This is an optimization exercise on Yosys and OpenROAD, whose aim is small area, not a production implementation. In this exercise RTL edits were held to simulation tests only and were not proved equivalent to the original.

Design posit_mult_32_4, start of the top module:
module posit_mult_32_4 (
  input  wire        clk,
  input  wire [31:0] in1,
  input  wire [31:0] in2,
  input  wire        start,
  output wire [31:0] out,
  output wire        inf,
  output wire        zero,
  output wire        done
);
==> module posit_mult_32_4, before the edit <==
module posit_mult_32_4 (
  input  wire        clk,
  input  wire [31:0] in1,
  input  wire [31:0] in2,
  input  wire        start,
  output wire [31:0] out,
  output wire        inf,
  output wire        zero,
  output wire        done
);
  reg  [6:0] cnt;
  wire [6:0] cnt_inc;
  pm_inc #(7) u_cinc (.a(cnt), .s(cnt_inc));
  wire c_lo_0  = (cnt[4:0] == 5'd0);
  wire ph_fill = ~cnt[6] & ~cnt[5];                   
  wire ph_wr   = cnt[6] & cnt[5];                     
  wire ph_b    = cnt[6] & ~cnt[5];                    
  wire at32    = ~cnt[6] & cnt[5] & c_lo_0;
  wire at64    = ph_b & c_lo_0;                       
  wire at65    = ph_b & (cnt[4:0] == 5'd1);           
  wire at66    = ph_b & (cnt[4:0] == 5'd2);           
  wire last    = ph_wr & (&cnt[4:0]);                 
  wire e1add   = ph_fill & cnt[4] & cnt[3] & cnt[2];       
  reg  [28:0] acc;
  always @(posedge clk)
    cnt <= at66 ? (acc[28] ? 7'd66 : 7'd96) : cnt_inc;
  wire s1 = in1[31], s2 = in2[31];
  reg  nz1, nz2;        
  assign inf  = (s1 & ~nz1) | (s2 & ~nz2);
  assign zero = ~s1 & ~nz1 & ~s2 & ~nz2;
  assign done = start;
  wire special = inf | ~nz1 | ~nz2;
  wire ms = s1 ^ s2;
  wire rc1 = in1[30] ^ s1, rc2 = in2[30] ^ s2;
  reg  [4:0]  FJ;       
  reg         A;        
  reg         N2;       
  reg  [27:3] M1;       
  wire [4:0]  FJ_inc;
  pm_inc #(5) u_fjinc (.a(FJ), .s(FJ_inc));
  wire        ph_m   = ~cnt[6] & cnt[5];              
  wire        scan2  = ph_m & ~c_lo_0;                
  wire        e2ph   = &FJ[4:2];                      
  wire        e2rd   = A & e2ph & scan2;
  wire        frac2  = A & ~e2ph & scan2;
  wire [4:0]  idx    = (ph_fill ? A : frac2) ? FJ : ~cnt[4:0];
  wire [31:0] v1 = {in1[30], in1[30:0]};
  wire [31:0] v2 = {in2[30], in2[30:0]};
  wire        raw1 = v1[idx];
  wire        mux2 = v2[idx];
  wire        scan = ~A & (ph_fill | ph_m);
  wire        term = scan & (ph_fill ? (raw1 ^ in1[30]) : (mux2 ^ in2[30]));
  wire        run  = scan & ~term & ~c_lo_0;           
  wire        term1 = term & ph_fill;
  wire        rcs  = ph_fill ? rc1 : rc2;
  wire        x1bit = A ? (raw1 ^ s1) : s1;
  wire        x2bit = mux2 ^ (s2 & N2);
  always @(posedge clk) begin
    if (last) begin
      A <= 1'b0; FJ <= 5'd0; N2 <= 1'b0;
    end else if (at32) begin
      A <= 1'b0; FJ <= 5'd28;
    end else begin
      if (term) A <= 1'b1;
      if (A & (ph_fill | ph_m)) FJ <= FJ_inc;
      if (frac2) N2 <= N2 | mux2;
    end
    if (ph_fill & ~e1add) M1 <= {x1bit, M1[27:4]};
    if (ph_fill & (&cnt[4:0])) nz1 <= in1[30] | A | term1;
    if (at64) nz2 <= in2[30] | A;
  end
  reg         bq;       
  reg         bqs;      
  wire        bnext = frac2 ? x2bit : at64;
  always @(posedge clk) begin
    bq  <= bnext;
    bqs <= bnext & s1;
  end
  reg         S, D0, D1;
  wire [28:0] addend = {bq, M1[27:3] & {25{bq}}, 3'b000};
  wire [25:3] sum_lo;
  wire        chi;
  pm_add #(23) u_lo (.a(acc[25:3]), .b(addend[25:3]), .ci(bqs), .s(sum_lo), .co(chi));
  wire [2:0]  hi0, hi1;
  wire        co0, co1;
  pm_add #(3) u_hi (.a(acc[28:26]), .b(addend[28:26]), .ci(1'b0), .s(hi0), .co(co0));
  pm_inc1 #(3) u_hi1 (.a(hi0), .ci(1'b1), .s(hi1), .co(co1));
  wire [28:0] sum = {chi ? hi1 : hi0, sum_lo, acc[2:0]};
  wire        sum_co = chi ? (co0 | co1) : co0;
  reg         ovf;
  always @(posedge clk) if (at65) ovf <= sum_co;
  wire        c2 = s2 & ~N2;
  reg  [6:0]  RA;
  reg  [3:0]  RL;
  reg         sgr;      
  wire        fin = at66 & ~acc[28];                  
  wire        big = RA[6] ? (~RA[5] | (RA[4:1] == 4'd0)) : (RA[5] | (&RA[4:1]));
  wire [6:0]  ra_clamp = big ? (RA[6] ? 7'b1100001 : 7'b0011110) : RA;
  wire        eb1 = e1add & x1bit;
  wire        eb2 = e2rd & (mux2 ^ s2);
  wire [1:0]  ep = e1add ? cnt[1:0] : ~FJ[1:0];
  wire        eb = eb1 | eb2;
  wire        pend = ~A | e2ph;                       
  wire        p16 = at64 & pend & s2 & (~A | (FJ[1:0] == 2'd0));
  wire [3:0]  p64 = pend ? ({4{s2 & A}} & {FJ[1:0] == 2'd1, FJ[1:0] == 2'd2,
                                            FJ[1:0] == 2'd3, 1'b0})
                         : {3'b000, c2};
  wire [3:0]  lo_add = ({4{eb}} & {ep == 2'd3, ep == 2'd2, ep == 2'd1, ep == 2'd0})
                     | ({4{at64}} & p64) | {3'b000, at66 & acc[28]};
  wire        up = (run & rcs) | p16 | ph_wr;
  wire        dn = run & ~rcs;
  wire [10:0] ex_sum;
  wire        ex_co;
  pm_add #(11) u_ex (.a({RA, RL}), .b({{6{dn}}, up | dn, lo_add}), .ci(1'b0),
                     .s(ex_sum), .co(ex_co));
  always @(posedge clk) begin
    if (last) begin
      RA <= (rc1 & rc2) ? 7'b1111110 : ((rc1 | rc2) ? 7'b1111111 : 7'b0000000);
      RL <= 4'd0;
    end else if (fin) RA <= ra_clamp ^ {7{~RA[6]}};     
    else {RA, RL} <= ex_sum;
    if (fin) sgr <= RA[6];
  end
  wire [3:0]  e_o = RL;
  wire [4:0]  oi = RA[4:0];
  wire        W = ~RA[6];                             
  wire [4:0]  cl = cnt[4:0];
  wire        esel = ph_wr & cl[4] & cl[3] & (cl[2:1] != 2'b00);    
  wire        ebit = cl[2] ? (cl[1] ? (cl[0] ? ~sgr : sgr) : (cl[0] ? e_o[3] : e_o[2]))
                           : (cl[0] ? e_o[1] : e_o[0]);
  wire        src = esel ? ebit : sum[0];
  always @(posedge clk) begin
    acc <= {sum_co, sum[28:1]};
    D1 <= src;
    D0 <= D1;
    S  <= ~ph_fill & (S | D0);
  end
  reg         C;
  wire        L = src, G = D1, R = D0, St = S;
  wire        first = (oi == 5'd0);
  wire        rnd_en = ~(cl[4] & cl[3] & (cl[2:1] != 2'b00));       
  wire        ulp = rnd_en & G & (L | R | St);
  wire        cin = first ? ((G ^ ms) & (ulp ^ ms)) : C;
  wire        yv = (L ^ ms) ^ cin;
  wire        val = ~special & (W ? yv : (~sgr ^ ms));
  reg  [30:0] outr;
  always @(posedge clk) C <= (L ^ ms) & cin;
  genvar gi;
  generate for (gi = 0; gi < 31; gi = gi + 1) begin : g_out
    always @(posedge clk) if (ph_wr & (oi == gi)) outr[gi] <= val;
  end endgenerate
  assign out = {special ? inf : ms, outr};
endmodule
==> flow/config.mk <==
export PLATFORM = sky130hd
export DESIGN_NAME = posit_mult_32_4
export DESIGN_NICKNAME = posit_mult_32_4
export VERILOG_FILES = /design/flow/design.v
export SDC_FILE = /design/flow/constraint.sdc
export NUM_CORES = 4
export LEC_CHECK = 0
export CAP_MARGIN = 20
export CORE_MARGIN = 2
export CORE_UTILIZATION = 60
export SLEW_MARGIN = 20
==> flow/constraint.sdc <==
create_clock -name core_clock -period 10.0 [get_ports {clk}]
set_input_delay 2.0000 -clock core_clock [delete_from_list [all_inputs] [get_ports {clk}]]
set_output_delay 2.0000 -clock core_clock [all_outputs]
set_load 0.01 [all_outputs]
standard.sh (not shown) runs the stock make flow with config.mk's settings and CLKGATE_MAP_FILE= SYNTH_SCRIPT=/design/flow/synth_recipe.tcl, a recipe that flattens the netlist after the stock synthesis.
==> flow/flow/run.sh <==
#!/bin/bash
# Layout flow: the standard layout (standard.sh) with three changes.
#  - Synthesis: flow/synth.tcl, the standard synthesis script with ABC run
#    on an area-oriented script (flow/area.abc).
#  - Port buffers: buffer_ports uses sky130_fd_sc_hd__buf_1 instead of the
#    clkdlybuf4s50_1 delay cell it picks by default; every port still gets
#    its own buffer.
#  - Clock tree: clkbuf_4 buffers and no dummy loads.
# make's full output goes to flow_make.log in this folder; the ORFS step logs
# stay under orfs/logs/.
set -euo pipefail
export AREA_ABC_SCRIPT="$PWD/flow/area.abc"
bash standard.sh \
  "SYNTH_SCRIPT=$PWD/flow/synth.tcl" \
  "BUFFER_PORTS_ARGS=-buffer_cell sky130_fd_sc_hd__buf_1" \
  "CTS_ARGS=-sink_clustering_enable -repair_clock_nets -buf_list sky130_fd_sc_hd__clkbuf_4 -dont_use_dummy_load" \
  finish > flow_make.log 2>&1
==> flow/flow/area.abc <==
&get -n
&st
&syn2
&dch
&put
amap
==> flow/flow/synth.tcl <==
# The standard synthesis (synth_recipe.tcl), with one change: ABC maps the
# logic with an area-oriented script (area.abc, beside this file) instead of
# ORFS's delay-oriented one. Registers are made before ABC runs, so their
# names and cells are those of the standard synthesis.
proc synth {args} { yosys synth -nofsm -noshare {*}$args }
proc abc {args} {
  set i [lsearch -exact $args -script]
  if {$i >= 0} { lset args [expr {$i+1}] $::env(AREA_ABC_SCRIPT) }
  yosys abc {*}$args
}
source $::env(SCRIPTS_DIR)/synth.tcl
# left out here: clear keep_hierarchy, flatten, clean up, hide names made inside functions, write 1_2_yosys.v
Change:
--- a/flow/design.v
+++ b/flow/design.v
@@ -48,11 +48,10 @@
   wire [31:0] v2 = {in2[30], in2[30:0]};
   wire        raw1 = v1[idx];
   wire        mux2 = v2[idx];
-  wire        scan = ~A & (ph_fill | ph_m);
-  wire        term = scan & (ph_fill ? (raw1 ^ in1[30]) : (mux2 ^ in2[30]));
-  wire        run  = scan & ~term & ~c_lo_0;           
-  wire        term1 = term & ph_fill;
-  wire        rcs  = ph_fill ? rc1 : rc2;
+  wire        term1 = ph_fill & ~A & (raw1 ^ in1[30]);
+  wire        run1 = ph_fill & ~A & ~term1 & ~c_lo_0;     
+  wire        term2 = ~A & scan2 & (mux2 ^ in2[30]);
+  wire        run2 = ~A & scan2 & ~term2;
   wire        x1bit = A ? (raw1 ^ s1) : s1;
   wire        x2bit = mux2 ^ (s2 & N2);
   always @(posedge clk) begin
@@ -61,7 +60,7 @@
     end else if (at32) begin
       A <= 1'b0; FJ <= 5'd28;
     end else begin
-      if (term) A <= 1'b1;
+      if (term1 | term2) A <= 1'b1;
       if (A & (ph_fill | ph_m)) FJ <= FJ_inc;
       if (frac2) N2 <= N2 | mux2;
     end
@@ -107,8 +106,8 @@
                          : {3'b000, c2};
   wire [3:0]  lo_add = ({4{eb}} & {ep == 2'd3, ep == 2'd2, ep == 2'd1, ep == 2'd0})
                      | ({4{at64}} & p64) | {3'b000, at66 & acc[28]};
-  wire        up = (run & rcs) | p16 | ph_wr;
-  wire        dn = run & ~rcs;
+  wire        up = (run1 & rc1) | (run2 & rc2) | p16 | ph_wr;
+  wire        dn = (run1 & ~rc1) | (run2 & ~rc2);
   wire [10:0] ex_sum;
   wire        ex_co;
   pm_add #(11) u_ex (.a({RA, RL}), .b({{6{dn}}, up | dn, lo_add}), .ci(1'b0),
The new run completed without violations.
Wire length came out lower by 2.8%.
First-iteration DRC count goes down by 30%.
Clock skew goes up by 0.011 ns.
Worst setup slack got worse by 0.010 ns.
Critical path depth is unchanged.

-- port drivers added, routing unchanged --
No port has a modelled driver above. Below, the same layouts with a new extraction and two added sets of constraints.
Step 1, drivers: a clkbuf_16 drives clk and a buf_2 each remaining input, both assumed.
Step 2 times the ports against the registers' clock, not the clock port: input delays grow and output delays shrink by t, the midpoint of the rising clock arrivals with the driver on.
a / b / c = ideal ports / drivers / drivers and shift; a / b = the first two.
run | shift t [ns] | setup slack, ns | cell pins on the clock port's net
the first run | 0.517 | 0.584 / 0.584 / 0.584 | 1
the second run | 0.488 | 0.574 / 0.574 / 0.574 | 1
After both steps setup and hold are still met in every run listed.
